Background: an optimization exercise with open tools, aiming at small area, a short achievable clock period and few clock cycles. Do not read the settings as production practice. In this exercise RTL edits were held to simulation tests only and were not proved equivalent to the original. Power is estimated from default activity; no workload was simulated.

[design/flow/config.mk]
export PLATFORM = sky130hd
export DESIGN_NAME = modular_reduction
export DESIGN_NICKNAME = modular_reduction
export VERILOG_FILES = /design/flow/design.v
export SDC_FILE = /design/flow/constraint.sdc
export NUM_CORES = 4
export LEC_CHECK = 0
export CAP_MARGIN = 20
export CORE_MARGIN = 2
export CORE_UTILIZATION = 40
export SLEW_MARGIN = 20
[design/flow/constraint.sdc]
create_clock -name core_clock -period 5.0 [get_ports {clk}]
set_input_delay 1.0000 -clock core_clock [delete_from_list [all_inputs] [get_ports {clk}]]
set_output_delay 1.0000 -clock core_clock [all_outputs]
set_load 0.01 [all_outputs]
[design/flow/design.v]
module modular_reduction #(
    parameter DATA_WIDTH = 48,
    parameter Q_WIDTH    = 23
) (
    input  wire clk,
    input  wire rst_n,
    input  wire start,
    output reg  done,
    input  wire [DATA_WIDTH-1:0] data_in,
    output wire [Q_WIDTH-1:0]    data_out
);
  wire [47:0] x = data_in;
  wire [47:0] nx = ~data_in;
  wire hs0, hc0, hs1, hc1, hs2, hc2, fs0, fc0, hs3, hc3, fs1, fc1, fs2, fc2, hs4, hc4, fs3, fc3, fs4, fc4, hs5, hc5, fs5, fc5, fs6, fc6, fs7, fc7, fs8, fc8, fs9, fc9, fs10, fc10, fs11, fc11, hs6, hc6, fs12, fc12, hs7, hc7, fs13, fc13, hs8, hc8, fs14, fc14, hs9, hc9, fs15, fc15, hs10, hc10, hs11, hc11, fs16, fc16, fs17, fc17, fs18, fc18, fs19, fc19, fs20, fc20, fs21, fc21, fs22, fc22, fs23, fc23, fs24, fc24, fs25, fc25, fs26, fc26, fs27, fc27, fs28, fc28, fs29, fc29, fs30, fc30, fs31, fc31, fs32, fc32, fs33, fc33, fs34, fc34, fs35, fc35, fs36, fc36, fs37, fc37, hs12, hc12, hs13, hc13, fs38, fc38, fs39, fc39, fs40, fc40, fs41, fc41, fs42, fc42, fs43, fc43, fs44, fc44, fs45, fc45, fs46, fc46, fs47, fc47, fs48, fc48, fs49, fc49, fs50, fc50, fs51, fc51, fs52, fc52, fs53, fc53, fs54, fc54, fs55, fc55, fs56, fc56, fs57, fc57, fs58, fc58, fs59, fc59, fs60, fc60;
  assign hs0 = x[15] ^ x[25];
  assign hc0 = x[15] & x[25];
  assign hs1 = x[16] ^ x[26];
  assign hc1 = x[16] & x[26];
  assign hs2 = x[0] ^ x[23];
  assign hc2 = x[0] & x[23];
  assign fs0 = x[1] ^ x[47] ^ nx[23];
  assign fc0 = (x[1] & x[47]) | (x[1] & nx[23]) | (x[47] & nx[23]);
  assign hs3 = nx[24] ^ nx[34];
  assign hc3 = nx[24] & nx[34];
  assign fs1 = x[25] ^ x[2] ^ nx[35];
  assign fc1 = (x[25] & x[2]) | (x[25] & nx[35]) | (x[2] & nx[35]);
  assign fs2 = x[3] ^ nx[25] ^ nx[26];
  assign fc2 = (x[3] & nx[25]) | (x[3] & nx[26]) | (nx[25] & nx[26]);
  assign hs4 = x[4] ^ nx[27];
  assign hc4 = x[4] & nx[27];
  assign fs3 = x[13] ^ x[23] ^ x[33];
  assign fc3 = (x[13] & x[23]) | (x[13] & x[33]) | (x[23] & x[33]);
  assign fs4 = x[14] ^ x[24] ^ x[34];
  assign fc4 = (x[14] & x[24]) | (x[14] & x[34]) | (x[24] & x[34]);
  assign hs5 = x[37] ^ x[44];
  assign hc5 = x[37] & x[44];
  assign fs5 = x[35] ^ x[38] ^ x[45];
  assign fc5 = (x[35] & x[38]) | (x[35] & x[45]) | (x[38] & x[45]);
  assign fs6 = nx[37] ^ nx[47] ^ hs0;
  assign fc6 = (nx[37] & nx[47]) | (nx[37] & hs0) | (nx[47] & hs0);
  assign fs7 = x[36] ^ x[46] ^ nx[38];
  assign fc7 = (x[36] & x[46]) | (x[36] & nx[38]) | (x[46] & nx[38]);
  assign fs8 = nx[39] ^ hc0 ^ hs1;
  assign fc8 = (nx[39] & hc0) | (nx[39] & hs1) | (hc0 & hs1);
  assign fs9 = x[17] ^ x[27] ^ x[37];
  assign fc9 = (x[17] & x[27]) | (x[17] & x[37]) | (x[27] & x[37]);
  assign fs10 = x[40] ^ x[47] ^ hc1;
  assign fc10 = (x[40] & x[47]) | (x[40] & hc1) | (x[47] & hc1);
  assign fs11 = x[18] ^ x[28] ^ x[38];
  assign fc11 = (x[18] & x[28]) | (x[18] & x[38]) | (x[28] & x[38]);
  assign hs6 = x[41] ^ nx[40];
  assign hc6 = x[41] & nx[40];
  assign fs12 = x[19] ^ x[29] ^ x[39];
  assign fc12 = (x[19] & x[29]) | (x[19] & x[39]) | (x[29] & x[39]);
  assign hs7 = x[42] ^ nx[41];
  assign hc7 = x[42] & nx[41];
  assign fs13 = x[20] ^ x[30] ^ x[40];
  assign fc13 = (x[20] & x[30]) | (x[20] & x[40]) | (x[30] & x[40]);
  assign hs8 = x[43] ^ nx[42];
  assign hc8 = x[43] & nx[42];
  assign fs14 = x[21] ^ x[31] ^ x[41];
  assign fc14 = (x[21] & x[31]) | (x[21] & x[41]) | (x[31] & x[41]);
  assign hs9 = x[44] ^ nx[43];
  assign hc9 = x[44] & nx[43];
  assign fs15 = x[22] ^ x[32] ^ x[42];
  assign fc15 = (x[22] & x[32]) | (x[22] & x[42]) | (x[32] & x[42]);
  assign hs10 = x[45] ^ nx[44];
  assign hc10 = x[45] & nx[44];
  assign hs11 = x[46] ^ nx[33];
  assign hc11 = x[46] & nx[33];
  assign fs16 = nx[44] ^ hc2 ^ hs3;
  assign fc16 = (nx[44] & hc2) | (nx[44] & hs3) | (hc2 & hs3);
  assign fs17 = nx[45] ^ hc3 ^ fc0;
  assign fc17 = (nx[45] & hc3) | (nx[45] & fc0) | (hc3 & fc0);
  assign fs18 = nx[36] ^ nx[46] ^ fc1;
  assign fc18 = (nx[36] & nx[46]) | (nx[36] & fc1) | (nx[46] & fc1);
  assign fs19 = nx[37] ^ nx[47] ^ hs4;
  assign fc19 = (nx[37] & nx[47]) | (nx[37] & hs4) | (nx[47] & hs4);
  assign fs20 = x[28] ^ x[5] ^ nx[38];
  assign fc20 = (x[28] & x[5]) | (x[28] & nx[38]) | (x[5] & nx[38]);
  assign fs21 = x[29] ^ x[6] ^ nx[28];
  assign fc21 = (x[29] & x[6]) | (x[29] & nx[28]) | (x[6] & nx[28]);
  assign fs22 = x[30] ^ x[7] ^ nx[29];
  assign fc22 = (x[30] & x[7]) | (x[30] & nx[29]) | (x[7] & nx[29]);
  assign fs23 = x[31] ^ x[8] ^ nx[30];
  assign fc23 = (x[31] & x[8]) | (x[31] & nx[30]) | (x[8] & nx[30]);
  assign fs24 = x[32] ^ x[9] ^ nx[31];
  assign fc24 = (x[32] & x[9]) | (x[32] & nx[31]) | (x[9] & nx[31]);
  assign fs25 = x[10] ^ x[33] ^ nx[32];
  assign fc25 = (x[10] & x[33]) | (x[10] & nx[32]) | (x[33] & nx[32]);
  assign fs26 = x[11] ^ x[34] ^ nx[33];
  assign fc26 = (x[11] & x[34]) | (x[11] & nx[33]) | (x[34] & nx[33]);
  assign fs27 = x[12] ^ x[35] ^ nx[34];
  assign fc27 = (x[12] & x[35]) | (x[12] & nx[34]) | (x[35] & nx[34]);
  assign fs28 = x[43] ^ nx[35] ^ nx[36];
  assign fc28 = (x[43] & nx[35]) | (x[43] & nx[36]) | (nx[35] & nx[36]);
  assign fs29 = nx[46] ^ hs5 ^ fc3;
  assign fc29 = (nx[46] & hs5) | (nx[46] & fc3) | (hs5 & fc3);
  assign fs30 = hc5 ^ fc4 ^ fs5;
  assign fc30 = (hc5 & fc4) | (hc5 & fs5) | (fc4 & fs5);
  assign fs31 = fc5 ^ fs7 ^ fc6;
  assign fc31 = (fc5 & fs7) | (fc5 & fc6) | (fs7 & fc6);
  assign fs32 = fc7 ^ fs9 ^ fc8;
  assign fc32 = (fc7 & fs9) | (fc7 & fc8) | (fs9 & fc8);
  assign fs33 = hs6 ^ fc9 ^ fs11;
  assign fc33 = (hs6 & fc9) | (hs6 & fs11) | (fc9 & fs11);
  assign fs34 = hc6 ^ hs7 ^ fc11;
  assign fc34 = (hc6 & hs7) | (hc6 & fc11) | (hs7 & fc11);
  assign fs35 = hc7 ^ hs8 ^ fc12;
  assign fc35 = (hc7 & hs8) | (hc7 & fc12) | (hs8 & fc12);
  assign fs36 = hc8 ^ hs9 ^ fc13;
  assign fc36 = (hc8 & hs9) | (hc8 & fc13) | (hs9 & fc13);
  assign fs37 = hc9 ^ hs10 ^ fc14;
  assign fc37 = (hc9 & hs10) | (hc9 & fc14) | (hs10 & fc14);
  assign hs12 = nx[45] ^ hc10;
  assign hc12 = nx[45] & hc10;
  assign hs13 = nx[43] ^ hs2;
  assign hc13 = nx[43] & hs2;
  assign fs38 = hc11 ^ fs0 ^ fs16;
  assign fc38 = (hc11 & fs0) | (hc11 & fs16) | (fs0 & fs16);
  assign fs39 = fs1 ^ fc16 ^ fs17;
  assign fc39 = (fs1 & fc16) | (fs1 & fs17) | (fc16 & fs17);
  assign fs40 = fs2 ^ fc17 ^ fs18;
  assign fc40 = (fs2 & fc17) | (fs2 & fs18) | (fc17 & fs18);
  assign fs41 = fc2 ^ fs19 ^ fc18;
  assign fc41 = (fc2 & fs19) | (fc2 & fc18) | (fs19 & fc18);
  assign fs42 = hc4 ^ fs20 ^ fc19;
  assign fc42 = (hc4 & fs20) | (hc4 & fc19) | (fs20 & fc19);
  assign fs43 = nx[39] ^ fc20 ^ fs21;
  assign fc43 = (nx[39] & fc20) | (nx[39] & fs21) | (fc20 & fs21);
  assign fs44 = nx[40] ^ fc21 ^ fs22;
  assign fc44 = (nx[40] & fc21) | (nx[40] & fs22) | (fc21 & fs22);
  assign fs45 = nx[41] ^ fc22 ^ fs23;
  assign fc45 = (nx[41] & fc22) | (nx[41] & fs23) | (fc22 & fs23);
  assign fs46 = nx[42] ^ fc23 ^ fs24;
  assign fc46 = (nx[42] & fc23) | (nx[42] & fs24) | (fc23 & fs24);
  assign fs47 = nx[43] ^ fc24 ^ fs25;
  assign fc47 = (nx[43] & fc24) | (nx[43] & fs25) | (fc24 & fs25);
  assign fs48 = nx[44] ^ fc25 ^ fs26;
  assign fc48 = (nx[44] & fc25) | (nx[44] & fs26) | (fc25 & fs26);
  assign fs49 = nx[45] ^ fc26 ^ fs27;
  assign fc49 = (nx[45] & fc26) | (nx[45] & fs27) | (fc26 & fs27);
  assign fs50 = fc27 ^ fs3 ^ fs28;
  assign fc50 = (fc27 & fs3) | (fc27 & fs28) | (fs3 & fs28);
  assign fs51 = fc28 ^ fs4 ^ fs29;
  assign fc51 = (fc28 & fs4) | (fc28 & fs29) | (fs4 & fs29);
  assign fs52 = fs6 ^ fc29 ^ fs30;
  assign fc52 = (fs6 & fc29) | (fs6 & fs30) | (fc29 & fs30);
  assign fs53 = fs8 ^ fc30 ^ fs31;
  assign fc53 = (fs8 & fc30) | (fs8 & fs31) | (fc30 & fs31);
  assign fs54 = fs10 ^ fc31 ^ fs32;
  assign fc54 = (fs10 & fc31) | (fs10 & fs32) | (fc31 & fs32);
  assign fs55 = fc10 ^ fs33 ^ fc32;
  assign fc55 = (fc10 & fs33) | (fc10 & fc32) | (fs33 & fc32);
  assign fs56 = fs12 ^ fc33 ^ fs34;
  assign fc56 = (fs12 & fc33) | (fs12 & fs34) | (fc33 & fs34);
  assign fs57 = fs13 ^ fc34 ^ fs35;
  assign fc57 = (fs13 & fc34) | (fs13 & fs35) | (fc34 & fs35);
  assign fs58 = fs14 ^ fc35 ^ fs36;
  assign fc58 = (fs14 & fc35) | (fs14 & fs36) | (fc35 & fs36);
  assign fs59 = fs15 ^ fc36 ^ fs37;
  assign fc59 = (fs15 & fc36) | (fs15 & fs37) | (fc36 & fs37);
  assign fs60 = fc15 ^ hs12 ^ fc37;
  assign fc60 = (fc15 & hs12) | (fc15 & fc37) | (hs12 & fc37);
  wire [25:0] ra = {1'b0, fc60, fc59, fc58, fc57, fc56, fc55, fc54, fc53, fc52, fc51, fc50, fc49, fc48, fc47, fc46, fc45, fc44, fc43, fc42, fc41, fc40, fc39, fc38, hc13, hs13};
  wire [25:0] rb = {1'b0, hc12, fs60, fs59, fs58, fs57, fs56, fs55, fs54, fs53, fs52, fs51, fs50, fs49, fs48, fs47, fs46, fs45, fs44, fs43, fs42, fs41, fs40, fs39, fs38, hs11};
  wire [25:0] g0 = ra & rb;
  wire [25:0] p0 = ra ^ rb;
  wire G0_1 = g0[1] | (p0[1] & g0[0]);
  wire G0_3 = g0[3] | (p0[3] & g0[2]);
  wire P0_3 = p0[3] & p0[2];
  wire G0_5 = g0[5] | (p0[5] & g0[4]);
  wire P0_5 = p0[5] & p0[4];
  wire G0_7 = g0[7] | (p0[7] & g0[6]);
  wire P0_7 = p0[7] & p0[6];
  wire G0_9 = g0[9] | (p0[9] & g0[8]);
  wire P0_9 = p0[9] & p0[8];
  wire G0_11 = g0[11] | (p0[11] & g0[10]);
  wire P0_11 = p0[11] & p0[10];
  wire G0_13 = g0[13] | (p0[13] & g0[12]);
  wire P0_13 = p0[13] & p0[12];
  wire G0_15 = g0[15] | (p0[15] & g0[14]);
  wire P0_15 = p0[15] & p0[14];
  wire G0_17 = g0[17] | (p0[17] & g0[16]);
  wire P0_17 = p0[17] & p0[16];
  wire G0_19 = g0[19] | (p0[19] & g0[18]);
  wire P0_19 = p0[19] & p0[18];
  wire G0_21 = g0[21] | (p0[21] & g0[20]);
  wire P0_21 = p0[21] & p0[20];
  wire G0_23 = g0[23] | (p0[23] & g0[22]);
  wire P0_23 = p0[23] & p0[22];
  wire G0_25 = g0[25] | (p0[25] & g0[24]);
  wire P0_25 = p0[25] & p0[24];
  wire G1_2 = g0[2] | (p0[2] & G0_1);
  wire G1_3 = G0_3 | (P0_3 & G0_1);
  wire G1_6 = g0[6] | (p0[6] & G0_5);
  wire P1_6 = p0[6] & P0_5;
  wire G1_7 = G0_7 | (P0_7 & G0_5);
  wire P1_7 = P0_7 & P0_5;
  wire G1_10 = g0[10] | (p0[10] & G0_9);
  wire P1_10 = p0[10] & P0_9;
  wire G1_11 = G0_11 | (P0_11 & G0_9);
  wire P1_11 = P0_11 & P0_9;
  wire G1_14 = g0[14] | (p0[14] & G0_13);
  wire P1_14 = p0[14] & P0_13;
  wire G1_15 = G0_15 | (P0_15 & G0_13);
  wire P1_15 = P0_15 & P0_13;
  wire G1_18 = g0[18] | (p0[18] & G0_17);
  wire P1_18 = p0[18] & P0_17;
  wire G1_19 = G0_19 | (P0_19 & G0_17);
  wire P1_19 = P0_19 & P0_17;
  wire G1_22 = g0[22] | (p0[22] & G0_21);
  wire P1_22 = p0[22] & P0_21;
  wire G1_23 = G0_23 | (P0_23 & G0_21);
  wire P1_23 = P0_23 & P0_21;
  wire G2_4 = g0[4] | (p0[4] & G1_3);
  wire G2_5 = G0_5 | (P0_5 & G1_3);
  wire G2_6 = G1_6 | (P1_6 & G1_3);
  wire G2_7 = G1_7 | (P1_7 & G1_3);
  wire G2_12 = g0[12] | (p0[12] & G1_11);
  wire P2_12 = p0[12] & P1_11;
  wire G2_13 = G0_13 | (P0_13 & G1_11);
  wire P2_13 = P0_13 & P1_11;
  wire G2_14 = G1_14 | (P1_14 & G1_11);
  wire P2_14 = P1_14 & P1_11;
  wire G2_15 = G1_15 | (P1_15 & G1_11);
  wire P2_15 = P1_15 & P1_11;
  wire G2_20 = g0[20] | (p0[20] & G1_19);
  wire P2_20 = p0[20] & P1_19;
  wire G2_21 = G0_21 | (P0_21 & G1_19);
  wire P2_21 = P0_21 & P1_19;
  wire G2_22 = G1_22 | (P1_22 & G1_19);
  wire P2_22 = P1_22 & P1_19;
  wire G2_23 = G1_23 | (P1_23 & G1_19);
  wire P2_23 = P1_23 & P1_19;
  wire G3_8 = g0[8] | (p0[8] & G2_7);
  wire G3_9 = G0_9 | (P0_9 & G2_7);
  wire G3_10 = G1_10 | (P1_10 & G2_7);
  wire G3_11 = G1_11 | (P1_11 & G2_7);
  wire G3_12 = G2_12 | (P2_12 & G2_7);
  wire G3_13 = G2_13 | (P2_13 & G2_7);
  wire G3_14 = G2_14 | (P2_14 & G2_7);
  wire G3_15 = G2_15 | (P2_15 & G2_7);
  wire G3_24 = g0[24] | (p0[24] & G2_23);
  wire P3_24 = p0[24] & P2_23;
  wire G3_25 = G0_25 | (P0_25 & G2_23);
  wire P3_25 = P0_25 & P2_23;
  wire G4_16 = g0[16] | (p0[16] & G3_15);
  wire G4_17 = G0_17 | (P0_17 & G3_15);
  wire G4_18 = G1_18 | (P1_18 & G3_15);
  wire G4_19 = G1_19 | (P1_19 & G3_15);
  wire G4_20 = G2_20 | (P2_20 & G3_15);
  wire G4_21 = G2_21 | (P2_21 & G3_15);
  wire G4_22 = G2_22 | (P2_22 & G3_15);
  wire G4_23 = G2_23 | (P2_23 & G3_15);
  wire G4_24 = G3_24 | (P3_24 & G3_15);
  wire G4_25 = G3_25 | (P3_25 & G3_15);
  wire [25:0] cy = {G4_24, G4_23, G4_22, G4_21, G4_20, G4_19, G4_18, G4_17, G4_16, G3_15, G3_14, G3_13, G3_12, G3_11, G3_10, G3_9, G3_8, G2_7, G2_6, G2_5, G2_4, G1_3, G1_2, G0_1, g0[0], 1'b0};
  wire [25:0] y_next = p0 ^ cy;
  reg [25:0] y;
  always @(posedge clk) begin
    y <= y_next;
  end
  always @(posedge clk or negedge rst_n) begin
    if (!rst_n) done <= 1'b0;
    else        done <= start;
  end
  wire [2:0]  yh = y[25:23];
  wire [9:0]  H  = y[22:13];
  wire [12:0] L  = y[12:0];
  wire        allH = &H[9:3];
  wire        Lnz  = |L[12:3];
  wire upc, up, b3, c16, b3_0, b3_1, b13_0, b13_1, c16_0, c16_1;
  wire [2:0] l3, h3, l3_0, l3_1, h3_0, h3_1;
  wire tup_new_n12, tup_new_n13, tup_new_n14, tup_new_n15, tup_new_n16, tup_new_n17, tup_new_n18, tup_new_n19, tup_new_n20, tup_new_n21, tup_new_n22, tup_new_n23, tup_new_n24, tup_new_n25, tup_new_n26, tup_new_n27, tup_new_n28, tup_new_n29, tup_new_n30, tup_new_n31, tup_new_n32, tup_new_n33, tup_new_n34;
  assign tup_new_n12 = ~yh[0] & ~H[0];
  assign tup_new_n13 = yh[0] & H[0];
  assign tup_new_n14 = ~Lnz & ~tup_new_n13;
  assign tup_new_n15 = ~L[2] & tup_new_n14;
  assign tup_new_n16 = H[0] & L[0];
  assign tup_new_n17 = L[1] & tup_new_n16;
  assign tup_new_n18 = tup_new_n15 & ~tup_new_n17;
  assign tup_new_n19 = ~tup_new_n12 & ~tup_new_n18;
  assign tup_new_n20 = ~H[1] & ~tup_new_n19;
  assign tup_new_n21 = ~yh[2] & ~tup_new_n20;
  assign tup_new_n22 = yh[1] & ~tup_new_n21;
  assign tup_new_n23 = ~yh[2] & ~yh[1];
  assign tup_new_n24 = H[2] & ~tup_new_n23;
  assign tup_new_n25 = yh[2] & ~tup_new_n15;
  assign tup_new_n26 = ~H[2] & ~tup_new_n25;
  assign tup_new_n27 = H[2] & L[2];
  assign tup_new_n28 = ~L[1] & tup_new_n14;
  assign tup_new_n29 = ~tup_new_n16 & tup_new_n28;
  assign tup_new_n30 = ~tup_new_n27 & tup_new_n29;
  assign tup_new_n31 = ~tup_new_n12 & ~tup_new_n30;
  assign tup_new_n32 = H[1] & tup_new_n31;
  assign tup_new_n33 = ~tup_new_n26 & tup_new_n32;
  assign tup_new_n34 = ~tup_new_n24 & ~tup_new_n33;
  assign upc = ~tup_new_n22 & ~tup_new_n34;
  assign up = allH & upc;
  wire tl0_new_n11, tl0_new_n12, tl0_new_n13, tl0_new_n14, tl0_new_n15, tl0_new_n16, tl0_new_n17, tl0_new_n18, tl0_new_n19, tl0_new_n20, tl0_new_n21, tl0_new_n23, tl0_new_n24, tl0_new_n25, tl0_new_n26, tl0_new_n27, tl0_new_n29, tl0_new_n30, tl0_new_n31, tl0_new_n33, tl0_new_n34;
  assign tl0_new_n11 = yh[0] & ~L[0];
  assign tl0_new_n12 = ~L[1] & tl0_new_n11;
  assign tl0_new_n13 = yh[2] & tl0_new_n12;
  assign tl0_new_n14 = ~yh[1] & tl0_new_n13;
  assign tl0_new_n15 = yh[2] & yh[1];
  assign tl0_new_n16 = L[1] & ~tl0_new_n11;
  assign tl0_new_n17 = yh[1] & ~tl0_new_n16;
  assign tl0_new_n18 = ~yh[2] & ~tl0_new_n12;
  assign tl0_new_n19 = ~tl0_new_n17 & tl0_new_n18;
  assign tl0_new_n20 = ~L[2] & ~tl0_new_n19;
  assign tl0_new_n21 = ~tl0_new_n15 & tl0_new_n20;
  assign b3_0 = tl0_new_n14 | tl0_new_n21;
  assign tl0_new_n23 = ~tl0_new_n14 & ~tl0_new_n19;
  assign tl0_new_n24 = L[2] & ~tl0_new_n23;
  assign tl0_new_n25 = ~yh[2] & ~L[2];
  assign tl0_new_n26 = tl0_new_n12 & ~tl0_new_n25;
  assign tl0_new_n27 = tl0_new_n21 & ~tl0_new_n26;
  assign l3_0[2] = tl0_new_n24 | tl0_new_n27;
  assign tl0_new_n29 = ~tl0_new_n12 & ~tl0_new_n16;
  assign tl0_new_n30 = ~yh[1] & ~tl0_new_n29;
  assign tl0_new_n31 = tl0_new_n17 & tl0_new_n18;
  assign l3_0[1] = tl0_new_n30 | tl0_new_n31;
  assign tl0_new_n33 = ~yh[0] & L[0];
  assign tl0_new_n34 = ~tl0_new_n11 & ~tl0_new_n33;
  assign l3_0[0] = ~tl0_new_n15 & ~tl0_new_n34;
  assign b13_0 = b3_0 & ~Lnz;
  wire th0_new_n12, th0_new_n13, th0_new_n14, th0_new_n15, th0_new_n16, th0_new_n17, th0_new_n18, th0_new_n19, th0_new_n20, th0_new_n21, th0_new_n22, th0_new_n23, th0_new_n24, th0_new_n25, th0_new_n26, th0_new_n27, th0_new_n28, th0_new_n29, th0_new_n30, th0_new_n32, th0_new_n33, th0_new_n34, th0_new_n35, th0_new_n36, th0_new_n37, th0_new_n38, th0_new_n39, th0_new_n40, th0_new_n41, th0_new_n42, th0_new_n43, th0_new_n44, th0_new_n45, th0_new_n46, th0_new_n47, th0_new_n48, th0_new_n49, th0_new_n50, th0_new_n51, th0_new_n52, th0_new_n54, th0_new_n55, th0_new_n56, th0_new_n57, th0_new_n58, th0_new_n59, th0_new_n61, th0_new_n62, th0_new_n63, th0_new_n64, th0_new_n65, th0_new_n66;
  assign th0_new_n12 = ~yh[1] & ~H[1];
  assign th0_new_n13 = yh[2] & yh[1];
  assign th0_new_n14 = ~th0_new_n12 & ~th0_new_n13;
  assign th0_new_n15 = yh[0] & ~b13_0;
  assign th0_new_n16 = H[0] & th0_new_n15;
  assign th0_new_n17 = ~yh[2] & ~H[2];
  assign th0_new_n18 = th0_new_n16 & ~th0_new_n17;
  assign th0_new_n19 = th0_new_n14 & th0_new_n18;
  assign th0_new_n20 = ~yh[0] & b13_0;
  assign th0_new_n21 = ~H[0] & th0_new_n20;
  assign th0_new_n22 = ~H[1] & th0_new_n21;
  assign th0_new_n23 = yh[2] & H[2];
  assign th0_new_n24 = ~th0_new_n22 & th0_new_n23;
  assign th0_new_n25 = ~yh[1] & th0_new_n24;
  assign th0_new_n26 = yh[1] & H[1];
  assign th0_new_n27 = ~yh[2] & th0_new_n26;
  assign th0_new_n28 = ~th0_new_n21 & th0_new_n27;
  assign th0_new_n29 = H[2] & th0_new_n28;
  assign th0_new_n30 = ~th0_new_n25 & ~th0_new_n29;
  assign c16_0 = th0_new_n19 | ~th0_new_n30;
  assign th0_new_n32 = H[1] & th0_new_n18;
  assign th0_new_n33 = ~th0_new_n23 & th0_new_n32;
  assign th0_new_n34 = H[1] & th0_new_n16;
  assign th0_new_n35 = th0_new_n24 & ~th0_new_n34;
  assign th0_new_n36 = ~th0_new_n13 & ~th0_new_n35;
  assign th0_new_n37 = ~th0_new_n33 & th0_new_n36;
  assign th0_new_n38 = ~th0_new_n16 & th0_new_n17;
  assign th0_new_n39 = ~th0_new_n26 & th0_new_n38;
  assign th0_new_n40 = ~yh[2] & th0_new_n12;
  assign th0_new_n41 = ~H[2] & th0_new_n40;
  assign th0_new_n42 = ~th0_new_n39 & ~th0_new_n41;
  assign th0_new_n43 = yh[1] & th0_new_n16;
  assign th0_new_n44 = ~th0_new_n21 & th0_new_n26;
  assign th0_new_n45 = ~th0_new_n43 & ~th0_new_n44;
  assign th0_new_n46 = H[2] & ~th0_new_n45;
  assign th0_new_n47 = yh[2] & H[1];
  assign th0_new_n48 = ~H[2] & ~th0_new_n47;
  assign th0_new_n49 = ~th0_new_n40 & ~th0_new_n48;
  assign th0_new_n50 = th0_new_n21 & ~th0_new_n49;
  assign th0_new_n51 = ~th0_new_n46 & ~th0_new_n50;
  assign th0_new_n52 = th0_new_n42 & th0_new_n51;
  assign h3_0[2] = th0_new_n37 & th0_new_n52;
  assign th0_new_n54 = ~th0_new_n16 & ~th0_new_n21;
  assign th0_new_n55 = th0_new_n12 & ~th0_new_n38;
  assign th0_new_n56 = ~th0_new_n27 & ~th0_new_n55;
  assign th0_new_n57 = ~th0_new_n54 & th0_new_n56;
  assign th0_new_n58 = th0_new_n14 & ~th0_new_n26;
  assign th0_new_n59 = th0_new_n54 & ~th0_new_n58;
  assign h3_0[1] = ~th0_new_n57 & ~th0_new_n59;
  assign th0_new_n61 = th0_new_n20 & ~th0_new_n41;
  assign th0_new_n62 = ~H[0] & ~th0_new_n15;
  assign th0_new_n63 = ~th0_new_n61 & th0_new_n62;
  assign th0_new_n64 = H[0] & th0_new_n20;
  assign th0_new_n65 = ~th0_new_n13 & ~th0_new_n16;
  assign th0_new_n66 = ~th0_new_n64 & th0_new_n65;
  assign h3_0[0] = ~th0_new_n63 & th0_new_n66;
  wire tl1_new_n11, tl1_new_n12, tl1_new_n13, tl1_new_n14, tl1_new_n15, tl1_new_n16, tl1_new_n17, tl1_new_n18, tl1_new_n19, tl1_new_n20, tl1_new_n21, tl1_new_n23, tl1_new_n24, tl1_new_n25, tl1_new_n26, tl1_new_n27, tl1_new_n29, tl1_new_n30, tl1_new_n31, tl1_new_n32, tl1_new_n34, tl1_new_n35, tl1_new_n36;
  assign tl1_new_n11 = ~yh[0] & L[0];
  assign tl1_new_n12 = L[1] & tl1_new_n11;
  assign tl1_new_n13 = ~L[1] & ~tl1_new_n11;
  assign tl1_new_n14 = ~yh[1] & ~tl1_new_n13;
  assign tl1_new_n15 = ~tl1_new_n12 & ~tl1_new_n14;
  assign tl1_new_n16 = ~yh[2] & ~tl1_new_n15;
  assign tl1_new_n17 = L[2] & ~tl1_new_n13;
  assign tl1_new_n18 = yh[2] & ~tl1_new_n17;
  assign tl1_new_n19 = ~yh[1] & tl1_new_n18;
  assign tl1_new_n20 = ~yh[2] & ~L[2];
  assign tl1_new_n21 = ~tl1_new_n19 & ~tl1_new_n20;
  assign b3_1 = ~tl1_new_n16 & ~tl1_new_n21;
  assign tl1_new_n23 = ~tl1_new_n16 & tl1_new_n21;
  assign tl1_new_n24 = ~L[2] & tl1_new_n16;
  assign tl1_new_n25 = ~L[2] & ~tl1_new_n14;
  assign tl1_new_n26 = ~tl1_new_n20 & tl1_new_n25;
  assign tl1_new_n27 = ~tl1_new_n24 & ~tl1_new_n26;
  assign l3_1[2] = ~tl1_new_n23 & tl1_new_n27;
  assign tl1_new_n29 = ~tl1_new_n12 & ~tl1_new_n13;
  assign tl1_new_n30 = ~yh[2] & yh[1];
  assign tl1_new_n31 = tl1_new_n29 & tl1_new_n30;
  assign tl1_new_n32 = ~yh[1] & ~tl1_new_n29;
  assign l3_1[1] = tl1_new_n31 | tl1_new_n32;
  assign tl1_new_n34 = yh[2] & yh[1];
  assign tl1_new_n35 = yh[0] & ~L[0];
  assign tl1_new_n36 = ~tl1_new_n11 & ~tl1_new_n35;
  assign l3_1[0] = ~tl1_new_n34 & tl1_new_n36;
  assign b13_1 = b3_1 & ~Lnz;
  wire th1_new_n12, th1_new_n13, th1_new_n14, th1_new_n15, th1_new_n16, th1_new_n17, th1_new_n18, th1_new_n19, th1_new_n20, th1_new_n21, th1_new_n22, th1_new_n23, th1_new_n24, th1_new_n26, th1_new_n27, th1_new_n28, th1_new_n29, th1_new_n30, th1_new_n31, th1_new_n32, th1_new_n33, th1_new_n34, th1_new_n35, th1_new_n37, th1_new_n38, th1_new_n39, th1_new_n40, th1_new_n42, th1_new_n43, th1_new_n44, th1_new_n45, th1_new_n46;
  assign th1_new_n12 = ~yh[2] & H[2];
  assign th1_new_n13 = b13_1 & ~H[0];
  assign th1_new_n14 = ~b13_1 & H[0];
  assign th1_new_n15 = ~yh[0] & ~th1_new_n14;
  assign th1_new_n16 = ~th1_new_n13 & ~th1_new_n15;
  assign th1_new_n17 = ~H[1] & ~th1_new_n16;
  assign th1_new_n18 = H[1] & th1_new_n16;
  assign th1_new_n19 = ~yh[1] & ~th1_new_n18;
  assign th1_new_n20 = ~th1_new_n17 & ~th1_new_n19;
  assign th1_new_n21 = th1_new_n12 & th1_new_n20;
  assign th1_new_n22 = ~H[2] & ~th1_new_n18;
  assign th1_new_n23 = yh[2] & ~yh[1];
  assign th1_new_n24 = ~th1_new_n22 & th1_new_n23;
  assign c16_1 = th1_new_n21 | th1_new_n24;
  assign th1_new_n26 = ~yh[2] & ~H[2];
  assign th1_new_n27 = th1_new_n20 & th1_new_n26;
  assign th1_new_n28 = yh[2] & H[2];
  assign th1_new_n29 = ~th1_new_n26 & ~th1_new_n28;
  assign th1_new_n30 = th1_new_n19 & th1_new_n29;
  assign th1_new_n31 = th1_new_n12 & th1_new_n17;
  assign th1_new_n32 = th1_new_n18 & th1_new_n28;
  assign th1_new_n33 = ~yh[1] & th1_new_n32;
  assign th1_new_n34 = ~th1_new_n31 & ~th1_new_n33;
  assign th1_new_n35 = ~th1_new_n30 & th1_new_n34;
  assign h3_1[2] = th1_new_n27 | ~th1_new_n35;
  assign th1_new_n37 = ~th1_new_n17 & ~th1_new_n18;
  assign th1_new_n38 = ~yh[2] & yh[1];
  assign th1_new_n39 = ~th1_new_n37 & th1_new_n38;
  assign th1_new_n40 = ~yh[1] & th1_new_n37;
  assign h3_1[1] = th1_new_n39 | th1_new_n40;
  assign th1_new_n42 = yh[2] & yh[1];
  assign th1_new_n43 = ~th1_new_n13 & ~th1_new_n14;
  assign th1_new_n44 = yh[0] & th1_new_n43;
  assign th1_new_n45 = ~yh[0] & ~th1_new_n43;
  assign th1_new_n46 = ~th1_new_n44 & ~th1_new_n45;
  assign h3_1[0] = ~th1_new_n42 & th1_new_n46;
  assign b3 = up ? b3_1 : b3_0;
  assign l3 = up ? l3_1 : l3_0;
  assign c16 = up ? c16_1 : c16_0;
  assign h3 = up ? h3_1 : h3_0;
  wire [9:0]  fl;
  genvar gi;
  generate
    for (gi = 0; gi < 10; gi = gi + 1) begin : g_dec
      if (gi == 0) begin : g0
        assign fl[gi] = b3;
      end else begin : gn
        assign fl[gi] = b3 & ~|L[gi+2:3];
      end
    end
  endgenerate
  wire [9:0]  mid = L[12:3] ^ fl;
  wire [6:0]  fh;
  generate
    for (gi = 0; gi < 7; gi = gi + 1) begin : g_inc
      if (gi == 0) begin : g0
        assign fh[gi] = c16;
      end else begin : gn
        assign fh[gi] = c16 & (&H[gi+2:3]);
      end
    end
  endgenerate
  wire [6:0]  hi = H[9:3] ^ fh;
  assign data_out = {hi, h3, mid, l3};
endmodule
[design/flow/flow/run.sh]
#!/bin/bash
# Own layout flow: the standard flow (standard synthesis included), with
# plain sky130_fd_sc_hd__buf_1 cells as the port buffers instead of the
# buffer that buffer_ports picks by itself (a 0.5 ns clkdlybuf4s50_1).
set -euo pipefail
bash standard.sh "BUFFER_PORTS_ARGS=-buffer_cell sky130_fd_sc_hd__buf_1" finish > standard.log 2>&1
[design/flow/standard.sh]
#!/bin/bash
# synth_recipe.tcl (not shown) runs the flow's synth.tcl, then flattens the netlist and writes it again
# the make line also repeats each setting of config.mk as NAME=value (left out here)
make -C /OpenROAD-flow-scripts/flow DESIGN_CONFIG=/design/flow/config.mk WORK_HOME=/design/flow/orfs CLKGATE_MAP_FILE= SYNTH_SCRIPT=/design/flow/synth_recipe.tcl "${@:-finish}"
==> implementation parameters, run 1 <==
Parameter                              Value

Floorplan
  Number of placement rows ... 38
  Die footprint ... 0.0121 mm²
  Die height ... 110 µm
  Starting density of the core ... 41.3%
  Area of the placeable core ... 0.0109 mm²
  I/O pin count ... 75
  Die span in x ... 110 µm

Synthesis
  Gate Count Post-Synth ... 507
  Most frequent cells after synthesis ... sky130_fd_sc_hd__inv_1, sky130_fd_sc_hd__fa_1, sky130_fd_sc_hd__ha_1, sky130_fd_sc_hd__nor2_1
  Most frequent cell after synthesis ... sky130_fd_sc_hd__inv_1
  Largest cells by area after synthesis ... sky130_fd_sc_hd__fa_1, sky130_fd_sc_hd__ha_1, sky130_fd_sc_hd__dfxtp_1, sky130_fd_sc_hd__inv_1, sky130_fd_sc_hd__xor2_1
  Share of synthesized registers carrying an async set or reset ... 3.70%
  Mapped Area ... 0.00450 mm²
  Area share of the largest cell type after synthesis ... 29.4%
  Number of distinct standard cells referenced by the synthesized netlist ... 63
  Post-synthesis sequential area ratio ... 12.1%
  Number of enable flip-flop cells after synthesis ... 0
  Cell taking the most area after synthesis ... sky130_fd_sc_hd__fa_1
  Register bit count reported by yosys ... 27
  Post-Synthesis Mean Instance Area ... 8.88 µm²
  Flip-flop cell with the highest count after synthesis ... sky130_fd_sc_hd__dfxtp_1
  Net Count, Synth ... 674
  Count of synthesis-stage warnings from yosys ... 1

Critical path
  Critical path type ... primary input to flop
  CP max stage cell ... sky130_fd_sc_hd__fa_1
  CP Data Required Time ... 5160 ps
  Ordered list of cells on the worst path ... buf_1 -> inv_1 -> ha_1 -> fa_1 -> fa_1 -> inv_1 -> fa_1 -> nor2b_1 -> o2111ai_1 -> a31oi_1 -> a21bo_2 -> a41oi_1 -> a21oi_1 -> a211oi_1 -> or3b_2
  Crit start category ... primary input
  Most used cell along the critical path ... sky130_fd_sc_hd__fa_1
  Crit Path Max Fanout ... 4
  Timing startpoint of the critical path ... data_in[24]
  Crit-path max cell delay ... 490 ps
  Kind of end point of the critical path ... flop
  Endpoint arrival time on the critical path ... 4810 ps

Min path
  Classification of the worst-slack hold path ... primary input to async pin

Place
  Half-perimeter wire length after placement ... 9080 µm
  Count of buffers inserted at the top-level ports ... 74
  Weighted congestion at the end of routability-driven global placement ... 0.927
  Number of cells in the design after placement ... 722

Route
  Final ANT Viol Nets ... 0
  DRT Wirelength ... 10100 µm
  Starting DRT DRC Count ... 159
  Detail-routed via count per cell ... 4.93
  Number of vias after detailed routing ... 3577
  DRC violation count after routing ... 0
  Average wire length per cell after detail routing ... 14.0 µm
  First-pass iteration count of the detailed router ... 4

CTS
  Post-CTS sizing ... 0
  Maximum clock path buffer count ... 2
  Number of hold buffers added after cts ... 0
  Clock buffer count from CTS ... 3
  Total number of H-tree levels ... 1
  Number of post-CTS setup repair buffers ... 0
  Root buffer cell ... sky130_fd_sc_hd__clkbuf_8
  Clock-pin slew on the worst setup and hold paths ... 90 ps
  Clock sinks ... 27
  TritonCTS clock tree ... built

Timing
  Setup repair after global routing missed its margin ... no
  Final setup violation count ... 0
  Final count of pins violating max slew ... 0
  Shortest clock period the worst path allows after layout ... 4650 ps
  Post-route setup TNS ... 0 ps
  Transition time at the pin with the least slew margin ... 614 ps
  Final worst path period share ... 93.0%
  Peak clock frequency supported by timing ... 0.215 GHz
  Final hold viol count ... 0
  Relative slew slack ... 58.9%

Run
  Max-Cap Viols ... 0

GRT
  Initial antenna violation count ... 0
  Grt ovf ... 0
  Global-route usage over all layers ... 17.4%
  Global-route wire length before repair ... 16500 µm
  Pin count of the biggest net entering global routing ... 17
  Via count of the first global-routing pass ... 3585

Power and ir drop
  Leakage power figure ... 0.00243 µW
  Total power per unit cell area ... 520 mW/mm²
  Peak ir drop on the vdd network ... 0.000229 V

Finish
  Fraction of layout instances using a drive strength above 1 ... 4.78%
  Filler Cell Count ... 1106
  Area overhead of the layout relative to synthesis ... 11.9%
  Number of nets at the end of the flow ... 754
  Layout Cells excl Fill ... 726
  Count of antenna diodes in the layout ... 0

Outcome
  Outcome ... finished clean
## stage by stage
stage | hold WS (ps) | power, µW | util (%) | instance area (µm²) | setup WS, ps
finish | 468 | 2620 | 46.3 | 5040 | 348
floorplan | 704 | 1960 | - | 4500 | 440
detailed placement | 765 | 2500 | 45.8 | 4990 | 62.4
global route | 459 | 2930 | 46.3 | 5040 | 6.89
global placement | 762 | 2470 | 45.8 | 4990 | 169
CTS | 458 | 2640 | 46.3 | 5040 | 356
## kinds of logic (layout without fill, tap and decap cells)
logic type / count (synthesis) / in the layout / share of synthesized area [%]
adders and majority gates: 117 / 117 / 43.5
AOI/OAI and AO/OA: 96 / 96 / 14.2
DFF: 27 / 27 / 12.1
buffers and inverters: 130 / 209 / 11.1
muxes: 4 / 4 / 1.20
xor gates and xnor gates: 35 / 35 / 6.98
and+or+nand+nor: 98 / 98 / 11.0
## state kept, by name (all words and copies together) (netlist names)
register  flops
y            26
done          1
## area by class of cell
type / instances / area (µm²) / area share, %
sequential: 27 / 546 / 10.8
timing repair buffer: 85 / 360 / 7.15
clock buffer: 3 / 41.3 / 0.820
multi-input combinational: 350 / 3460 / 68.6
inverter: 120 / 450 / 8.94
clock inverter: 1 / 7.51 / 0.149
tap: 140 / 175 / 3.48
## layout by cell type (no fill, tap or decap), drive strengths merged, types with 9 or more instances in the layout
cell type,n
dfxtp,26
xnor2,16
ha,50
inv,119
nor2,30
buf,85
fa,66
a21oi,26
xor2,19
nand2,26
nand2b,9
o21ai,20
o21a,9
## report_power, final
part | switching (µW) | internal [µW] | total [µW] | leakage, µW
sequential | 167 | 343 | 511 | 0.000231
combinational | 1100 | 879 | 1980 | 0.00218
clock | 68.2 | 56.6 | 125 | 0.0000217
total | 1340 | 1280 | 2620 | 0.00243
## worst max path at each step
| stage | slack [ps] | depth (start not counted) | end |
|---|---|---|---|
| 2_1_floorplan | 440 | 14 | y[23] |
| 3_3_place_gp | 170 | 15 | y[23] |
| 3_5_place_dp | 60 | 15 | y[23] |
| 4_1_cts | 360 | 15 | y[23] |
| 5_1_grt | 7 | 15 | y[23] |
| 6_report | 350 | 15 | y[23] |
## per-layer routing
metal / global-route usage [%] / part of all wire [%] / up-vias
li1: - / - / 1784
met5: 0 / 0 / -
met3: 1.59 / 5.7 / 10
met1: 24.8 / 46 / 1694
met4: 3.44 / 1.0 / 0
met2: 28.9 / 47 / 89
## critical path, delay by kind of cell
| family | cells | cell delay (ps) |
|---|---|---|
| AOI/OAI and AO/OA | 6 | 1270 |
| adders and majority gates | 4 | 1670 |
| buffers and inverters | 3 | 240 |
| and+or+nand+nor | 2 | 620 |
Testbench counts, summed over its fixed seeds: cycles 16,000.
==> run 2, diff against run 1 <==
--- a/design/flow/config.mk
+++ b/design/flow/config.mk
@@ -5,6 +5,7 @@
 export SDC_FILE = /design/flow/constraint.sdc
 export NUM_CORES = 4
 export LEC_CHECK = 0
+export ABC_CLOCK_PERIOD_IN_PS = 2500
 export CAP_MARGIN = 20
 export CORE_MARGIN = 2
 export CORE_UTILIZATION = 40
==> implementation parameters, run 2 <==
Parameter                              Value

Route
  Final ANT Viol Nets ... 0 (unchanged)
  Detail-routed via count per cell ... 4.93 (unchanged)
  First-pass iteration count of the detailed router ... 4 (unchanged)
  Number of vias after detailed routing ... 3577 (unchanged)
  DRC violation count after routing ... 0 (unchanged)
  Average wire length per cell after detail routing ... 14.0 µm (unchanged)
  Starting DRT DRC Count ... 159 (unchanged)
  DRT Wirelength ... 10100 µm (unchanged)

Timing
  Final setup violation count ... 0 (unchanged)
  Setup slack after layout ... 348 ps (unchanged)
  Setup repair after global routing missed its margin ... no
  Final worst path period share ... 93.0% (unchanged)
  Post-route setup TNS ... 0 ps (unchanged)
  Final count of pins violating max slew ... 0 (unchanged)
  Peak clock frequency supported by timing ... 0.215 GHz (unchanged)
  Relative slew slack ... 58.9% (unchanged)
  Final hold viol count ... 0 (unchanged)
  Transition time at the pin with the least slew margin ... 614 ps (unchanged)
  Shortest clock period the worst path allows after layout ... 4650 ps (unchanged)

CTS
  Clock-pin slew on the worst setup and hold paths ... 90 ps (about the same)
  Root buffer cell ... sky130_fd_sc_hd__clkbuf_8
  Maximum clock path buffer count ... 2 (unchanged)
  Clock sinks ... 27 (unchanged)
  Number of post-CTS setup repair buffers ... 0 (unchanged)
  TritonCTS clock tree ... built
  Post-CTS sizing ... 0 (unchanged)
  Clock buffer count from CTS ... 3 (unchanged)
  Number of hold buffers added after cts ... 0 (unchanged)
  Total number of H-tree levels ... 1 (unchanged)

Critical path
  Crit start category ... primary input
  Crit Path Max Fanout ... 4 (unchanged)
  CP Data Required Time ... 5160 ps (about the same)
  Critical path type ... primary input to flop
  Kind of end point of the critical path ... flop
  Endpoint arrival time on the critical path ... 4810 ps (about the same)

Power and ir drop
  Switching pwr ... 1340 µW (unchanged)
  Cell-internal power ... 1280 µW (unchanged)
  Leakage power figure ... 0.00243 µW (unchanged)
  Share of total power consumed by net switching ... 51.1% (unchanged)
  Combinational share of power ... 75.7% (about the same)
  Total power of the final layout ... 2620 µW (unchanged)
  Clock network power share ... 4.8% (about the same)
  Peak ir drop on the vdd network ... 0.000229 V (unchanged)
  Sequential cell fraction of total power ... 19.5% (about the same)
  Total power per unit cell area ... 520 mW/mm² (unchanged)

Outcome
  Outcome ... finished clean

Place
  Worst slack, placed ... 62.4 ps (unchanged)
  Count of buffers inserted at the top-level ports ... 74 (unchanged)
  Half-perimeter wire length after placement ... 9080 µm (unchanged)
  Weighted congestion at the end of routability-driven global placement ... 0.927 (unchanged)
  Number of cells in the design after placement ... 722 (unchanged)

Synthesis
  Share of synthesized registers carrying an async set or reset ... 3.70% (unchanged)
  Most frequent cell after synthesis ... sky130_fd_sc_hd__inv_1
  Area share of the largest cell type after synthesis ... 29.4% (unchanged)
  Post-Synthesis Mean Instance Area ... 8.88 µm² (unchanged)
  Count of synthesis-stage warnings from yosys ... 1 (unchanged)
  Mapped Area ... 0.00450 mm² (unchanged)
  Post-synthesis sequential area ratio ... 12.1% (unchanged)
  Gate Count Post-Synth ... 507 (unchanged)
  Net Count, Synth ... 674 (unchanged)
  Largest cells by area after synthesis ... sky130_fd_sc_hd__fa_1, sky130_fd_sc_hd__ha_1, sky130_fd_sc_hd__dfxtp_1, sky130_fd_sc_hd__inv_1, sky130_fd_sc_hd__xor2_1
  Flip-flop cell with the highest count after synthesis ... sky130_fd_sc_hd__dfxtp_1
  Most frequent cells after synthesis ... sky130_fd_sc_hd__inv_1, sky130_fd_sc_hd__fa_1, sky130_fd_sc_hd__ha_1, sky130_fd_sc_hd__nor2_1
  Cell taking the most area after synthesis ... sky130_fd_sc_hd__fa_1
  Number of distinct standard cells referenced by the synthesized netlist ... 63 (unchanged)
  Register bit count reported by yosys ... 27 (unchanged)
  Number of enable flip-flop cells after synthesis ... 0 (unchanged)

GRT
  Global-route wire length before repair ... 16500 µm (unchanged)
  Global-route usage over all layers ... 17.4% (unchanged)
  Initial antenna violation count ... 0 (unchanged)
  Pin count of the biggest net entering global routing ... 17 (unchanged)
  Grt ovf ... 0 (unchanged)
  Via count of the first global-routing pass ... 3585 (unchanged)

Floorplan
  Die span in x ... 110 µm (unchanged)
  I/O pin count ... 75 (unchanged)
  Number of placement rows ... 38 (unchanged)
  Die footprint ... 0.0121 mm² (unchanged)
  Area of the placeable core ... 0.0109 mm² (unchanged)
  Starting density of the core ... 41.3% (unchanged)
  Die height ... 110 µm (unchanged)

Run
  Max-Cap Viols ... 0 (unchanged)

Finish
  Count of antenna diodes in the layout ... 0 (unchanged)
  Layout Cells excl Fill ... 726 (unchanged)
  Fraction of layout instances using a drive strength above 1 ... 4.78% (unchanged)
  Most common library cell in the layout ignoring fill and taps ... sky130_fd_sc_hd__inv_1
  Register with the highest flop count ... y
  Post-Route Utilization ... 46.3% (unchanged)
  Number of flip-flops under the largest register name ... 26 (unchanged)
  Commonest cells after routing, fill and taps aside ... sky130_fd_sc_hd__inv_1, sky130_fd_sc_hd__buf_1, sky130_fd_sc_hd__fa_1
  Number of nets at the end of the flow ... 754 (unchanged)
  Largest regs ... y (26), done (1)
  Area overhead of the layout relative to synthesis ... 11.9% (unchanged)

Min path
  Classification of the worst-slack hold path ... primary input to async pin
## run 2: cell counts after synthesis
Identical to the previous run, type by type.
## run 2: layout make-up
| cell class | instances | area (µm²) |
|---|---|---|
| Clock buffer | 3 | 41.3 |
| Clock inverter | 1 | 7.51 |
| Fill cell | 1106 | 5850 |
| Inverter | 120 | 450 |
| Multi-Input combinational cell | 350 | 3460 |
| Sequential cell | 27 | 546 |
| Tap cell | 140 | 175 |
| Timing Repair Buffer | 85 | 360 |
## run 2: kinds of logic (layout without fill, tap and decap cells)
logic type                 count (synthesis)  count (layout)  share of synthesized area (%)
AOI/OAI and AO/OA                         96              96                           14.2
DFF                                       27              27                           12.1
and+or+nand+nor                           98              98                           11.0
adders and majority gates                117             117                           43.5
xor gates and xnor gates                  35              35                           6.98
buffers and inverters                    130             209                           11.1
muxes                                      4               4                           1.20
## run 2: power groups by stage
stage / Clock (µW) / Sequential, µW / Combinational [µW]
3_3_place_gp: 0 / 510 / 1960
3_5_place_dp: 0 / 513 / 1990
4_1_cts: 131 / 507 / 2000
6_report: 125 / 511 / 1980
5_1_grt: 137 / 532 / 2260
2_1_floorplan: 0 / 432 / 1530
## run 2: final timing paths
path,depth (start not counted),startpoint,to,slack [ps]
worst min-delay path,1,rst_n,done,470
worst max-delay path,15,data_in[24],y[23],350
min in group core_clock,1,start,done,820
max in group asynchronous,1,rst_n,done,4440
## run 2: metal layers
metal	global-route usage, %	routed length (µm)
met3	1.59	581
met5	0	0
met1	24.8	4660
met4	3.44	104
met2	28.9	4790
## run 2: worst max-delay path: stages
cell and delay (ps):
sky130_fd_sc_hd__buf_1 130, sky130_fd_sc_hd__inv_1 60, sky130_fd_sc_hd__ha_1 300, sky130_fd_sc_hd__fa_1 450
sky130_fd_sc_hd__fa_1 490, sky130_fd_sc_hd__inv_1 50, sky130_fd_sc_hd__fa_1 430, sky130_fd_sc_hd__nor2b_1 180
sky130_fd_sc_hd__o2111ai_1 150, sky130_fd_sc_hd__a31oi_1 280, sky130_fd_sc_hd__a21bo_2 230, sky130_fd_sc_hd__a41oi_1 160
sky130_fd_sc_hd__a21oi_1 330, sky130_fd_sc_hd__a211oi_1 120, sky130_fd_sc_hd__or3b_2 440
## run 2: per-stage QoR
stage	hold WS, ps	instance area (µm²)
final	468	5040
after global routing	459	5040
after CTS	458	5040
after detailed placement	765	4990
after global placement	762	4990
after floorplan	704	4500
==> run 3, diff against run 2 <==
--- a/design/flow/config.mk
+++ b/design/flow/config.mk
@@ -5,8 +5,8 @@
 export SDC_FILE = /design/flow/constraint.sdc
 export NUM_CORES = 4
 export LEC_CHECK = 0
-export ABC_CLOCK_PERIOD_IN_PS = 2500
 export CAP_MARGIN = 20
 export CORE_MARGIN = 2
 export CORE_UTILIZATION = 40
+export SETUP_SLACK_MARGIN = 0.6
 export SLEW_MARGIN = 20
==> implementation parameters, run 3 <==
Parameter                              Value

Critical path
  Crit Path Max Fanout ... 7 (+3)
  Kind of end point of the critical path ... output pin
  Endpoint arrival time on the critical path ... 3320 ps (-1490 ps)
  Crit start category ... flop
  Critical path type ... flop to output pin
  CP Data Required Time ... 4000 ps (-1160 ps)

Synthesis
  Largest cells by area after synthesis ... sky130_fd_sc_hd__fa_1, sky130_fd_sc_hd__ha_1, sky130_fd_sc_hd__dfxtp_1, sky130_fd_sc_hd__inv_1, sky130_fd_sc_hd__xor2_1
  Gate Count Post-Synth ... 507 (unchanged)
  Share of synthesized registers carrying an async set or reset ... 3.70% (unchanged)
  Most frequent cells after synthesis ... sky130_fd_sc_hd__inv_1, sky130_fd_sc_hd__fa_1, sky130_fd_sc_hd__ha_1, sky130_fd_sc_hd__nor2_1
  Post-synthesis sequential area ratio ... 12.1% (unchanged)
  Area share of the largest cell type after synthesis ... 29.4% (unchanged)
  Most frequent cell after synthesis ... sky130_fd_sc_hd__inv_1
  Flip-flop cell with the highest count after synthesis ... sky130_fd_sc_hd__dfxtp_1
  Register bit count reported by yosys ... 27 (unchanged)
  Mapped Area ... 0.00450 mm² (unchanged)
  Post-Synthesis Mean Instance Area ... 8.88 µm² (unchanged)
  Cell taking the most area after synthesis ... sky130_fd_sc_hd__fa_1
  Number of distinct standard cells referenced by the synthesized netlist ... 63 (unchanged)
  Net Count, Synth ... 674 (unchanged)
  Number of enable flip-flop cells after synthesis ... 0 (unchanged)
  Count of synthesis-stage warnings from yosys ... 1 (unchanged)

CTS
  Maximum clock path buffer count ... 2 (unchanged)
  Total number of H-tree levels ... 1 (unchanged)
  Number of hold buffers added after cts ... 0 (unchanged)
  Root buffer cell ... sky130_fd_sc_hd__clkbuf_8
  Clock sinks ... 27 (unchanged)
  Clock buffer count from CTS ... 3 (unchanged)
  Clock-pin slew on the worst setup and hold paths ... 100 ps (about the same)
  TritonCTS clock tree ... built

Route
  DRC violation count after routing ... 0 (unchanged)
  Detail-routed via count per cell ... 4.98 (+1.1%)
  Average wire length per cell after detail routing ... 14.8 µm (+5.9%)
  Number of vias after detailed routing ... 3666 (+2.5%)
  First-pass iteration count of the detailed router ... 4 (unchanged)
  Final ANT Viol Nets ... 0 (unchanged)
  DRT Wirelength ... 10900 µm (+7.3%)
  Starting DRT DRC Count ... 75 (-53%)

Finish
  Fraction of layout instances using a drive strength above 1 ... 14.8% (+10 points)
  Count of antenna diodes in the layout ... 0 (unchanged)
  Largest regs ... y (26), done (1)
  Area overhead of the layout relative to synthesis ... 17.8%
  Most common library cell in the layout ignoring fill and taps ... sky130_fd_sc_hd__inv_1
  Number of flip-flops under the largest register name ... 26 (unchanged)
  Number of nets at the end of the flow ... 764 (+1.3%)
  Register with the highest flop count ... y
  Commonest cells after routing, fill and taps aside ... sky130_fd_sc_hd__inv_1, sky130_fd_sc_hd__buf_1, sky130_fd_sc_hd__fa_1
  Filler Cell Count ... 1061 (-4.1%)

Place
  Weighted congestion at the end of routability-driven global placement ... 0.880 (-5.0%)
  Count of buffers inserted at the top-level ports ... 74 (unchanged)
  Half-perimeter wire length after placement ... 9360 µm (+3.1%)

Power and ir drop
  Cell-internal power ... 1410 µW (+9.9%)
  Switching pwr ... 1460 µW (+8.9%)
  Total power per unit cell area ... 540 mW/mm² (+3.9%)
  Sequential cell fraction of total power ... 18.2% (-1.3 points)
  Share of total power consumed by net switching ... 50.9% (-0.23 points)
  Leakage power figure ... 0.00253 µW (+3.9%)
  Peak ir drop on the vdd network ... 0.000204 V (-11%)
  Clock network power share ... 4.5% (-0.3 points)
  Total power of the final layout ... 2860 µW (+9.4%)
  Combinational share of power ... 77.2% (+1.5 points)

Timing
  Shortest clock period the worst path allows after layout ... 4320 ps (-330 ps)
  Peak clock frequency supported by timing ... 0.231 GHz (+7.6%)
  Minimum hold slack ... 453 ps (-14.8 ps)
  Post-route setup TNS ... 0 ps (unchanged)
  Transition time at the pin with the least slew margin ... 534 ps (-79.8 ps)
  Final setup violation count ... 0 (unchanged)
  Final hold viol count ... 0 (unchanged)
  Final count of pins violating max slew ... 0 (unchanged)
  Relative slew slack ... 64.2% (+5.3 points)
  Setup repair after global routing missed its margin ... yes
  Final worst path period share ... 86.4% (-6.6 points)

Floorplan
  Die span in x ... 110 µm (unchanged)
  Starting density of the core ... 41.3% (unchanged)
  I/O pin count ... 75 (unchanged)
  Area of the placeable core ... 0.0109 mm² (unchanged)
  Die height ... 110 µm (unchanged)
  Number of placement rows ... 38 (unchanged)
  Die footprint ... 0.0121 mm² (unchanged)

Run
  Max-Cap Viols ... 0 (unchanged)

GRT
  Pin count of the biggest net entering global routing ... 17 (unchanged)
  Grt ovf ... 0 (unchanged)
  Initial antenna violation count ... 0 (unchanged)
  Global-route wire length before repair ... 17500 µm (+5.7%)
  Via count of the first global-routing pass ... 3733 (+4.1%)
  Global-route usage over all layers ... 18.5% (+1.1 points)

Min path
  Classification of the worst-slack hold path ... primary input to async pin

Outcome
  Outcome ... finished clean
==> run 3: cell counts after synthesis <==
Identical to the previous run, type by type.
==> run 3: worst max-delay path: stages, from the launching register on <==
cell                      delay [ps]
sky130_fd_sc_hd__dfxtp_2         350
sky130_fd_sc_hd__or4_4           570
sky130_fd_sc_hd__nor4_4          400
sky130_fd_sc_hd__nand2_1         130
sky130_fd_sc_hd__fa_2            390
sky130_fd_sc_hd__ha_4            190
sky130_fd_sc_hd__nor2_2           80
sky130_fd_sc_hd__nor2_1           60
sky130_fd_sc_hd__nand2_1          80
sky130_fd_sc_hd__o21ai_2          80
sky130_fd_sc_hd__mux2i_4         260
sky130_fd_sc_hd__nor2_1           90
sky130_fd_sc_hd__xnor2_1         210
sky130_fd_sc_hd__buf_2           170
==> run 3: cell families (layout without fill, tap and decap cells) <==
group	Yosys count	count (layout)	share of synthesized area [%]
AOI/OAI and AO/OA	96	96	14.2
and+or+nand+nor	98	98	11.0
adders and majority gates	117	117	43.5
DFF	27	27	12.1
muxes	4	4	1.20
xor gates and xnor gates	35	35	6.98
buffers and inverters	130	219	11.1
==> run 3: metrics by stage <==
step | instance area, µm² | setup WS, ps | utilization [%] | std cells
2_1_floorplan | 4510 | 600 | - | 507
3_3_place_gp | 4980 | 213 | 45.7 | 719
3_5_place_dp | 4980 | 106 | 45.7 | 719
4_1_cts | 5110 | 604 | 46.9 | 726
5_1_grt | 5300 | 564 | 48.7 | 736
6_report | 5300 | 679 | 48.7 | 736
==> run 3: power groups by stage <==
stage	clock network, µW	logic, µW	registers (µW)
4_1_cts	134	2080	513
6_report	130	2210	522
3_3_place_gp	0	1940	513
2_1_floorplan	0	1550	432
3_5_place_dp	0	1990	516
5_1_grt	141	2480	549
==> run 3: final cells by class <==
cell class	count	area, µm²	share of cell area [%]
flip-flops and latches	27	552	10.4
well taps	140	175	3.30
clock inverters	1	7.51	0.142
clock buffers	3	41.3	0.779
repair buffers	95	454	8.57
inverters	120	453	8.54
multi-input cells	350	3620	68.3
==> run 3: layer usage <==
layer  global-route usage [%]  share of wire, %  routed length [µm]
met2                     31.3                49                5360
met4                     3.25              0.73                  80
met5                        0                 0                   0
met3                     1.29               3.3                 356
met1                     26.2                47                5090
==> run 3: repair_timing <==
action / 4_1_cts / 5_1_grt
pin swaps: 4 / 18
setup endpoints to repair: 17 / 17
resized for setup: 16 / 44
buffers inserted: 3 / 10
==> run 3: final timing paths <==
path | from | endpoint
worst min-delay path | rst_n | done
max in group asynchronous | rst_n | done
min in group core_clock | start | done
worst max-delay path | y[6] | data_out[22]
==> run 4, diff against run 3 <==
--- a/design/flow/config.mk
+++ b/design/flow/config.mk
@@ -8,5 +8,5 @@
 export CAP_MARGIN = 20
 export CORE_MARGIN = 2
 export CORE_UTILIZATION = 40
-export SETUP_SLACK_MARGIN = 0.6
+export SETUP_SLACK_MARGIN = 1.0
 export SLEW_MARGIN = 20
==> implementation parameters, run 4 <==
Parameter                              Value

Finish
  Filler Cell Count ... 1029 (-3.0%)
  Register with the highest flop count ... y
  Count of antenna diodes in the layout ... 0 (unchanged)
  Number of nets at the end of the flow ... 781 (+2.2%)
  Area of the multi-input gates ... 0.00375 mm² (+3.7%)
  Area overhead of the layout relative to synthesis ... 25.3%
  Layout Cells excl Fill ... 753 (+2.3%)
  Number of flip-flops under the largest register name ... 26 (unchanged)
  Total area of sequential cells ... 563 µm² (+2.0%)
  Largest regs ... y (26), done (1)
  Most common library cell in the layout ignoring fill and taps ... sky130_fd_sc_hd__inv_1
  Commonest cells after routing, fill and taps aside ... sky130_fd_sc_hd__inv_1, sky130_fd_sc_hd__fa_1, sky130_fd_sc_hd__buf_1
  Fraction of layout instances using a drive strength above 1 ... 22.7% (+7.9 points)

Floorplan
  Die span in x ... 110 µm (unchanged)
  Starting density of the core ... 41.3% (unchanged)
  I/O pin count ... 75 (unchanged)
  Area of the placeable core ... 0.0109 mm² (unchanged)
  Die footprint ... 0.0121 mm² (unchanged)
  Die height ... 110 µm (unchanged)
  Number of placement rows ... 38 (unchanged)

GRT
  Pin count of the biggest net entering global routing ... 17 (unchanged)
  Global-route usage over all layers ... 18.0% (-0.40 points)
  Initial antenna violation count ... 0 (unchanged)
  Global-route wire length before repair ... 17200 µm (-1.4%)
  Grt ovf ... 0 (unchanged)
  Via count of the first global-routing pass ... 3607 (-3.4%)

Place
  Weighted congestion at the end of routability-driven global placement ... 0.890 (+1.1%)
  Count of buffers inserted at the top-level ports ... 74 (unchanged)
  Number of cells in the design after placement ... 718 (-0.14%)
  Half-perimeter wire length after placement ... 9040 µm (-3.4%)

CTS
  Clock sinks ... 27 (unchanged)
  Maximum clock path buffer count ... 2 (unchanged)
  Total number of H-tree levels ... 1 (unchanged)
  Clock-pin slew on the worst setup and hold paths ... 100 ps (about the same)
  TritonCTS clock tree ... built
  Number of hold buffers added after cts ... 0 (unchanged)
  Clock buffer count from CTS ... 3 (unchanged)
  Root buffer cell ... sky130_fd_sc_hd__clkbuf_8

Timing
  Final hold viol count ... 0 (unchanged)
  Final worst path period share ... 84.2% (-2.3 points)
  Transition time at the pin with the least slew margin ... 618 ps (+83.9 ps)
  Setup repair after global routing missed its margin ... yes
  Peak clock frequency supported by timing ... 0.238 GHz (+2.7%)
  Relative slew slack ... 58.7% (-5.5 points)
  Shortest clock period the worst path allows after layout ... 4210 ps (-113 ps)
  Post-route setup TNS ... 0 ps (unchanged)
  Final setup violation count ... 0 (unchanged)
  Final count of pins violating max slew ... 0 (unchanged)

Route
  Average wire length per cell after detail routing ... 14.4 µm (-2.6%)
  Number of vias after detailed routing ... 3756 (+2.5%)
  Final ANT Viol Nets ... 0 (unchanged)
  DRT Wirelength ... 10800 µm (-0.36%)
  Starting DRT DRC Count ... 119 (+59%)
  First-pass iteration count of the detailed router ... 5 (+1)
  DRC violation count after routing ... 0 (unchanged)
  Detail-routed via count per cell ... 4.99 (+0.14%)

Synthesis
  Most frequent cells after synthesis ... sky130_fd_sc_hd__inv_1, sky130_fd_sc_hd__fa_1, sky130_fd_sc_hd__ha_1, sky130_fd_sc_hd__nor2_1
  Post-synthesis sequential area ratio ... 12.1% (unchanged)
  Register bit count reported by yosys ... 27 (unchanged)
  Gate Count Post-Synth ... 507 (unchanged)
  Count of synthesis-stage warnings from yosys ... 1 (unchanged)
  Mapped Area ... 0.00450 mm² (unchanged)
  Most frequent cell after synthesis ... sky130_fd_sc_hd__inv_1
  Net Count, Synth ... 674 (unchanged)
  Post-Synthesis Mean Instance Area ... 8.88 µm² (unchanged)
  Cell taking the most area after synthesis ... sky130_fd_sc_hd__fa_1
  Share of synthesized registers carrying an async set or reset ... 3.70% (unchanged)
  Number of enable flip-flop cells after synthesis ... 0 (unchanged)
  Largest cells by area after synthesis ... sky130_fd_sc_hd__fa_1, sky130_fd_sc_hd__ha_1, sky130_fd_sc_hd__dfxtp_1, sky130_fd_sc_hd__inv_1, sky130_fd_sc_hd__xor2_1
  Area share of the largest cell type after synthesis ... 29.4% (unchanged)
  Flip-flop cell with the highest count after synthesis ... sky130_fd_sc_hd__dfxtp_1
  Number of distinct standard cells referenced by the synthesized netlist ... 63 (unchanged)

Power and ir drop
  Peak ir drop on the vdd network ... 0.000244 V (+20%)
  Total power per unit cell area ... 552 mW/mm² (+2.3%)
  Leakage power figure ... 0.00267 µW (+5.8%)
  Total power of the final layout ... 3120 µW (+8.8%)

Run
  Max-Cap Viols ... 0 (unchanged)

Critical path
  Most used cell along the critical path ... sky130_fd_sc_hd__nand2_1
  Crit start category ... flop
  Crit Path Max Fanout ... 6 (-1)
  Count of buffering cells on the critical path with inverters included ... 2 (+1)
  Ordered list of cells on the worst path ... or4_4 -> nor4_4 -> nand2_1 -> fa_2 -> ha_4 -> nor2_4 -> nor2_2 -> nand2_1 -> o21ai_2 -> mux2i_4 -> buf_12 -> nor2_1 -> xor2_1 -> buf_2
  Crit-path max cell delay ... 550 ps (-20 ps)
  Gate family responsible for the most delay along the worst path ... simple AND/OR/NAND/NOR gates
  Kind of end point of the critical path ... output pin
  CP Data Required Time ... 4000 ps (about the same)
  Endpoint arrival time on the critical path ... 3210 ps (-110 ps)
  Critical path type ... flop to output pin
  CP max stage cell ... sky130_fd_sc_hd__or4_4

Min path
  Classification of the worst-slack hold path ... primary input to async pin

Outcome
  Outcome ... finished clean
## run 4: stage by stage
stage               utilization (%)  hold slack [ps]  cell area [µm²]  setup WS, ps
floorplan                         -              704             4550           636
global placement               46.0              764             5000           108
detailed placement             46.0              766             5000          18.5
CTS                            49.3              456             5370           799
global route                   51.8              449             5640           673
finish                         51.8              455             5640           791
## run 4: layout make-up
class                      count  area share (%)
clock inverter                 1           0.133
clock buffer                   3           0.732
multi-input combinational    351            66.5
tap                          140            3.11
timing repair buffer         111            11.4
sequential                    27            9.98
inverter                     120            8.14
## run 4: cell families after synthesis
| group | synth area share, % |
|---|---|
| DFF | 12.1 |
| buffers and inverters | 11.1 |
| AOI/OAI and AO/OA | 14.2 |
| xor gates and xnor gates | 6.98 |
| and+or+nand+nor | 11.0 |
| adders and majority gates | 43.5 |
| muxes | 1.20 |
## run 4: worst paths after layout
kind | slack, ps | to | cells past startpoint | startpoint
setup / recovery | 790 | data_out[21] | 14 | y[6]
hold / removal | 460 | done | 1 | rst_n
min in group core_clock | 810 | done | 1 | start
max in group asynchronous | 4450 | done | 1 | rst_n
## run 4: repair_timing
item                                    CTS  global route
cloned                                    0             1
endpoints found under the setup margin   34            31
resized for setup                        65            49
pin swaps                                27            30
endpoints found under the hold margin     0             0
setup buffers                            16            14
## run 4: report_power, final
part | total (µW) | leakage [µW] | internal [µW] | switching, µW
clock network | 132 | 0.0000217 | 56.7 | 75.0
logic | 2440 | 0.00242 | 1160 | 1280
registers | 546 | 0.000232 | 357 | 188
total | 3120 | 0.00267 | 1570 | 1540
## run 4: metal layers
layer	GRT usage [%]	vias to the layer above	share of wire (%)
li1	-	1836	-
met1	27.5	1822	47
met2	29.0	94	48
met3	1.12	4	4.3
met4	2.17	0	0.49
met5	0	-	0

re-timing with driven ports:
How much do the figures lean on ideal ports? The routed layouts below were timed once more, with nothing changed but the port constraints.
Step 1 sets driving cells, clkbuf_16 on the clock port and buf_2 on the other inputs (assumed; they add their load-dependent delay and slew).
Step 2 moves the port delays by t, midway between the first and last clock arrival at a register: inputs arrive t later, outputs are due t later. That takes back most of the time a late clock gives input paths.
Slacks: ideal ports / drivers / drivers and shift; pairs: ideal ports / drivers.
| run | t (ns) | setup WS [ns] | hold WS [ns] |
|---|---|---|---|
| run 1 | 0.300 | 0.348 / 0.350 / 0.050 | 0.468 / 0.464 / 0.764 |
| run 2 | 0.300 | 0.348 / 0.350 / 0.050 | 0.468 / 0.464 / 0.764 |
| run 3 | 0.309 | 0.679 / 0.648 / 0.396 | 0.453 / 0.445 / 0.754 |
| run 4 | 0.305 | 0.791 / 0.764 / 0.498 | 0.455 / 0.451 / 0.756 |
After both steps setup and hold are still met in every run listed.
